Background: an optimization exercise with open tools, aiming at small area and a short achievable clock period. Do not read the settings as production practice. Where RTL was checked, it was by simulation tests only, not by an equivalence proof against the original. The clock port is modelled as an ideal driver, which makes a skipped or thinned clock tree look cheaper than it is; a real chip needs a root buffer or a tree. Power figures rest on the tool's default switching activity, not on a simulated workload.

Setup of job 6239:
Design fifo_sync, start of the top module:
module fifo_sync #(
    parameter int WIDTH = 32,
    parameter int DEPTH = 16    
)(
    input  logic                 clk,
    input  logic                 rst_n,
    input  logic                 wr_en,
    input  logic [WIDTH-1:0]     wr_data,
    output logic                 full,
    input  logic                 rd_en,
    output logic [WIDTH-1:0]     rd_data,
    output logic                 empty,
    output logic [$clog2(DEPTH+1)-1:0] level
);
    localparam int PTR_W  = $clog2(DEPTH);
    localparam int MDEPTH = DEPTH - 1;         
    logic [WIDTH-1:0] mem [0:MDEPTH-1];
    logic [WIDTH-1:0] head;
    logic [PTR_W-1:0]            wr_ptr;       
    logic [MDEPTH-1:0]           rd_sel;       
    logic [$clog2(DEPTH+1)-1:0]  count;
    logic                        full_r;       
    logic                        nonempty_r;   
    logic                        le1_r;        
    logic push, pop;
    assign push = wr_en && !full_r;
    assign pop  = rd_en && nonempty_r;
    logic mem_push, mem_pop;
    assign mem_push = push && nonempty_r && !(le1_r && rd_en);
    assign mem_pop  = pop && !le1_r;
    always_ff @(posedge clk) begin
        for (int i = 0; i < MDEPTH; i++)
            if (push && wr_ptr == PTR_W'(i)) mem[i] <= wr_data;
    end
    logic             keep;
    logic [WIDTH-1:0] head_d;
    assign keep = !rd_en && nonempty_r;
    always_comb begin
        head_d = (head & {WIDTH{keep}}) | (wr_data & {WIDTH{!keep && le1_r}});
        for (int i = 0; i < MDEPTH; i++)
            head_d = head_d | (mem[i] & {WIDTH{!keep && !le1_r && rd_sel[i]}});
    end
  ...
==> module fifo_sync, before the edit <==
module fifo_sync #(
    parameter int WIDTH = 32,
    parameter int DEPTH = 16    
)(
    input  logic                 clk,
    input  logic                 rst_n,
    input  logic                 wr_en,
    input  logic [WIDTH-1:0]     wr_data,
    output logic                 full,
    input  logic                 rd_en,
    output logic [WIDTH-1:0]     rd_data,
    output logic                 empty,
    output logic [$clog2(DEPTH+1)-1:0] level
);
    localparam int PTR_W  = $clog2(DEPTH);
    localparam int MDEPTH = DEPTH - 1;         
    logic [WIDTH-1:0] mem [0:MDEPTH-1];
    logic [WIDTH-1:0] head;
    logic [PTR_W-1:0]            wr_ptr;       
    logic [MDEPTH-1:0]           rd_sel;       
    logic [$clog2(DEPTH+1)-1:0]  count;
    logic                        full_r;       
    logic                        nonempty_r;   
    logic                        le1_r;        
    logic push, pop;
    assign push = wr_en && !full_r;
    assign pop  = rd_en && nonempty_r;
    logic mem_push, mem_pop;
    assign mem_push = push && nonempty_r && !(le1_r && rd_en);
    assign mem_pop  = pop && !le1_r;
    always_ff @(posedge clk) begin
        for (int i = 0; i < MDEPTH; i++)
            if (push && wr_ptr == PTR_W'(i)) mem[i] <= wr_data;
    end
    logic             keep;
    logic [WIDTH-1:0] head_d;
    assign keep = !rd_en && nonempty_r;
    always_comb begin
        head_d = (head & {WIDTH{keep}}) | (wr_data & {WIDTH{!keep && le1_r}});
        for (int i = 0; i < MDEPTH; i++)
            head_d = head_d | (mem[i] & {WIDTH{!keep && !le1_r && rd_sel[i]}});
    end
    always_ff @(posedge clk) begin
        head <= head_d;
    end
    always_ff @(posedge clk or negedge rst_n) begin
        if (!rst_n) begin
            wr_ptr     <= '0;
            rd_sel     <= MDEPTH'(1);
            count      <= '0;
            full_r     <= 1'b0;
            nonempty_r <= 1'b0;
            le1_r      <= 1'b1;
        end else begin
            if (mem_push) wr_ptr <= (wr_ptr == PTR_W'(MDEPTH-1)) ? '0 : wr_ptr + 1'b1;
            if (mem_pop)  rd_sel <= {rd_sel[MDEPTH-2:0], rd_sel[MDEPTH-1]};
            if (push && !pop) begin
                count      <= count + 1'b1;
                full_r     <= (count == DEPTH-1);
                nonempty_r <= 1'b1;
                le1_r      <= !nonempty_r;
            end else if (pop && !push) begin
                count      <= count - 1'b1;
                full_r     <= 1'b0;
                nonempty_r <= (count != 1);
                le1_r      <= (count <= 2);
            end
        end
    end
    assign rd_data = head;
    assign full    = full_r;
    assign empty   = !nonempty_r;
    assign level   = count;
endmodule
clock: 4.3 ns
lec_check: 0
cap_margin: 20
core_margin: 2
core_utilization: 40
slew_margin: 50
standard.sh (not shown) runs the stock make flow with config.mk's settings and CLKGATE_MAP_FILE= SYNTH_SCRIPT=/design/flow/synth_recipe.tcl, a recipe that flattens the netlist after the stock synthesis.
==> flow/flow/run.sh <==
#!/bin/bash
# Standard ORFS layout with faster port buffers, sizing free to change cell
# footprints, larger clock-sink clusters, and an area-recovery pass after
# global routing (flow/grt_downsize.tcl). The tools' output goes to
# standard.log and the ORFS logs.
set -e
bash standard.sh MATCH_CELL_FOOTPRINT=0 \
  "BUFFER_PORTS_ARGS=-buffer_cell sky130_fd_sc_hd__buf_2" \
  "CTS_ARGS=-sink_clustering_enable -repair_clock_nets -sink_clustering_size 30 -sink_clustering_max_diameter 150 -dont_use_dummy_load" \
  "POST_GLOBAL_ROUTE_TCL=$(pwd)/flow/grt_downsize.tcl" SETUP_SLACK_MARGIN=2.35 finish > standard.log 2>&1
Other scripts of this flow, unchanged in this note and not shown: flow/flow/downsize.tcl, flow/flow/grt_downsize.tcl
Final checks on job 6239, whose flow otherwise completed, came back failing, citing max-capacitance violations, max-slew violations.
Input changes introduced in job 5922 (baseline for comparison: job 6239):
--- a/flow/design.v
+++ b/flow/design.v
@@ -67,8 +67,8 @@
             end
         end
     end
     assign rd_data = head;
-    assign full    = full_r;
+    assign full    = count[PTR_W];
     assign empty   = !nonempty_r;
     assign level   = count;
 endmodule
Notes after the runs:
- Status job 5922: flow complete, layout not clean - max-capacitance violations, max-slew violations
- Of job 6239 and job 5922, job 5922 shows the higher maximum frequency, with job 6239 below it.
- Share of total power in the clock network essentially unchanged between job 6239 and job 5922.
- Comparing the two runs side by side, job 5922 comes out ahead of job 6239 on cell area after layout.
- Fraction of synthesis flops using an asynchronous set or reset pin came out exactly the same in job 6239 and job 5922.
- Compared with job 6239, in job 5922 fraction of standard cell area that is sequential saw an increase; final worst slack saw an increase.
- From job 6239 to job 5922 the numbers moved as follows: net count of the mapped netlist roughly the same, chip width level.
- Changes observed in job 5922 relative to job 6239: via count shows a reduction of about 2.2%, synthesized area held steady.
The RTL of job 6239 was laid out without a check of its function.

---

== P ==
fifo_sync with an RTL version that a note above also has.
For scale: ~1,100 cells after synthesis, about 540 flip-flops, ~20,000 sq um of cells after synthesis.
==> module fifo_sync, before the edit <==
module fifo_sync #(
    parameter int WIDTH = 32,
    parameter int DEPTH = 16    
)(
    input  logic                 clk,
    input  logic                 rst_n,
    input  logic                 wr_en,
    input  logic [WIDTH-1:0]     wr_data,
    output logic                 full,
    input  logic                 rd_en,
    output logic [WIDTH-1:0]     rd_data,
    output logic                 empty,
    output logic [$clog2(DEPTH+1)-1:0] level
);
    localparam int PTR_W  = $clog2(DEPTH);
    localparam int MDEPTH = DEPTH - 1;         
    logic [WIDTH-1:0] mem [0:MDEPTH-1];
    logic [WIDTH-1:0] head;
    logic [PTR_W-1:0]            wr_ptr;       
    logic [MDEPTH-1:0]           rd_sel;       
    logic [$clog2(DEPTH+1)-1:0]  count;
    logic                        full_r;       
    logic                        nonempty_r;   
    logic                        le1_r;        
    logic push, pop;
    assign push = wr_en && !full_r;
    assign pop  = rd_en && nonempty_r;
    logic mem_push, mem_pop;
    assign mem_push = push && nonempty_r && !(le1_r && rd_en);
    assign mem_pop  = pop && !le1_r;
    always_ff @(posedge clk) begin
        for (int i = 0; i < MDEPTH; i++)
            if (push && wr_ptr == PTR_W'(i)) mem[i] <= wr_data;
    end
    logic             keep;
    logic [WIDTH-1:0] head_d;
    assign keep = !rd_en && nonempty_r;
    always_comb begin
        head_d = (head & {WIDTH{keep}}) | (wr_data & {WIDTH{!keep && le1_r}});
        for (int i = 0; i < MDEPTH; i++)
            head_d = head_d | (mem[i] & {WIDTH{!keep && !le1_r && rd_sel[i]}});
    end
    always_ff @(posedge clk) begin
        head <= head_d;
    end
    always_ff @(posedge clk or negedge rst_n) begin
        if (!rst_n) begin
            wr_ptr     <= '0;
            rd_sel     <= MDEPTH'(1);
            count      <= '0;
            full_r     <= 1'b0;
            nonempty_r <= 1'b0;
            le1_r      <= 1'b1;
        end else begin
            if (mem_push) wr_ptr <= (wr_ptr == PTR_W'(MDEPTH-1)) ? '0 : wr_ptr + 1'b1;
            if (mem_pop)  rd_sel <= {rd_sel[MDEPTH-2:0], rd_sel[MDEPTH-1]};
            if (push && !pop) begin
                count      <= count + 1'b1;
                full_r     <= (count == DEPTH-1);
                nonempty_r <= 1'b1;
                le1_r      <= !nonempty_r;
            end else if (pop && !push) begin
                count      <= count - 1'b1;
                full_r     <= 1'b0;
                nonempty_r <= (count != 1);
                le1_r      <= (count <= 2);
            end
        end
    end
    assign rd_data = head;
    assign full    = count[PTR_W];
    assign empty   = !nonempty_r;
    assign level   = count;
endmodule
clock: 4.3 ns
lec_check: 0
cap_margin: 20
core_margin: 2
core_utilization: 55
place_density: 0.68
slew_margin: 50
==> flow/flow/run.sh <==
#!/bin/bash
# Standard ORFS layout with faster port buffers, sizing free to change cell
# footprints and larger clock-sink clusters. After CTS the clock tree's root
# buffer is dropped and its first-level buffers split in two, timing repaired
# again and area recovered (flow/cts_post.tcl); after global routing area is recovered again
# (flow/grt_downsize.tcl). Timing repair aims at 2.55 ns of setup slack up to
# CTS and 2.45 ns after global routing. The tools' output goes to standard.log
# and the ORFS logs.
set -e
ARGS=(MATCH_CELL_FOOTPRINT=0
  "BUFFER_PORTS_ARGS=-buffer_cell sky130_fd_sc_hd__buf_2"
  "CTS_ARGS=-sink_clustering_enable -repair_clock_nets -sink_clustering_size 30 -sink_clustering_max_diameter 150 -dont_use_dummy_load"
  "POST_CTS_TCL=$(pwd)/flow/cts_post.tcl"
  "POST_GLOBAL_ROUTE_TCL=$(pwd)/flow/grt_downsize.tcl")
bash standard.sh "${ARGS[@]}" SETUP_SLACK_MARGIN=2.55 cts > standard.log 2>&1
bash standard.sh "${ARGS[@]}" SETUP_SLACK_MARGIN=2.45 finish >> standard.log 2>&1
Other scripts of this flow, unchanged in this note and not shown: flow/flow/cts_post.tcl, flow/flow/downsize.tcl, flow/flow/grt_downsize.tcl, flow/flow/noroot.tcl, flow/flow/split_branch.tcl
For Q, these inputs were changed with respect to P:
==> flow/design.v <==
module fifo_sync #(
    parameter int WIDTH = 32,
    parameter int DEPTH = 16    
)(
    input  logic                 clk,
    input  logic                 rst_n,
    input  logic                 wr_en,
    input  logic [WIDTH-1:0]     wr_data,
    output logic                 full,
    input  logic                 rd_en,
    output logic [WIDTH-1:0]     rd_data,
    output logic                 empty,
    output logic [$clog2(DEPTH+1)-1:0] level
);
    localparam int PTR_W  = $clog2(DEPTH);
    localparam int MDEPTH = DEPTH - 1;         
    logic [WIDTH-1:0] mem [0:MDEPTH-1];
    logic [WIDTH-1:0] head;
    logic [MDEPTH-1:0]           wr_sel;       
    logic [MDEPTH-1:0]           rd_sel;       
    logic [$clog2(DEPTH+1)-1:0]  count;
    logic                        full_r;       
    logic                        nonempty_r;   
    logic                        le1_r;        
    logic push, pop;
    assign push = wr_en && !full_r;
    assign pop  = rd_en && nonempty_r;
    logic mem_push, mem_pop;
    assign mem_push = push && nonempty_r && !(le1_r && rd_en);
    assign mem_pop  = pop && !le1_r;
    always_ff @(posedge clk) begin
        for (int i = 0; i < MDEPTH; i++)
            if (wr_en && wr_sel[i]) mem[i] <= wr_data;
    end
    logic             keep;
    logic [WIDTH-1:0] head_d;
    assign keep = !rd_en && nonempty_r;
    always_comb begin
        head_d = (head & {WIDTH{keep}}) | (wr_data & {WIDTH{!keep && le1_r}});
        for (int i = 0; i < MDEPTH; i++)
            head_d = head_d | (mem[i] & {WIDTH{!keep && !le1_r && rd_sel[i]}});
    end
    always_ff @(posedge clk) begin
        head <= head_d;
    end
    always_ff @(posedge clk or negedge rst_n) begin
        if (!rst_n) begin
            wr_sel     <= MDEPTH'(1);
            rd_sel     <= MDEPTH'(1);
            count      <= '0;
            full_r     <= 1'b0;
            nonempty_r <= 1'b0;
            le1_r      <= 1'b1;
        end else begin
            if (push && !pop && count == DEPTH-1)
                wr_sel <= '0;
            else if (full_r && pop)
                wr_sel <= rd_sel;
            else if (mem_push)
                wr_sel <= {wr_sel[MDEPTH-2:0], wr_sel[MDEPTH-1]};
            if (mem_pop)  rd_sel <= {rd_sel[MDEPTH-2:0], rd_sel[MDEPTH-1]};
            if (push && !pop) begin
                count      <= count + 1'b1;
                full_r     <= (count == DEPTH-1);
                nonempty_r <= 1'b1;
                le1_r      <= !nonempty_r;
            end else if (pop && !push) begin
                count      <= count - 1'b1;
                full_r     <= 1'b0;
                nonempty_r <= (count != 1);
                le1_r      <= (count <= 2);
            end
        end
    end
    assign rd_data = head;
    assign full    = full_r;
    assign empty   = !nonempty_r;
    assign level   = count;
endmodule
==> comparison <==
Area taken by multi-input logic gates, Q vs P: up by more than 10%
Q: worst hold margin 0.019 ns above P
On area used by sequential logic in the layout: between P and Q, it ends up lower for P.
Lower register-to-register path setup slack was reported by P, not Q.
Against P, Q comes in 3.5 points lower on area growth from synthesis to layout.
Q vs P, timing endpoint of the critical path: rd_data[3] vs head[0]

[static timing again, ports no longer ideal]
In the flow no input, the clock included, has a driving cell. The finished layouts below were timed again as built, in two steps. Step 1, drivers: a clkbuf_16 drives clk and a buf_2 each remaining input, both assumed. Step 2 adds t to the input delays and takes it off the output delays; t is the mean of the earliest and latest rising clock arrival at the registers after step 1. Input paths then give back, and output paths get back, about the clock's delay inside the block. Three values: no drivers, after step 1, after step 2; two values: the first two.
run	shift t [ns]	setup slack, ns	cell pins on the clock port's net
job 6239	0.607	1.186 / 1.186 / 1.186	1
job 5922	0.601	1.327 / 1.327 / 1.327	1
P	0.450	2.224 / 2.224 / 1.853	4
Q	0.439	2.464 / 2.352 / 2.174	4
For P, which loses most, drivers alone change the setup slack by 0.000 ns; drivers and shift together by -0.371 ns.
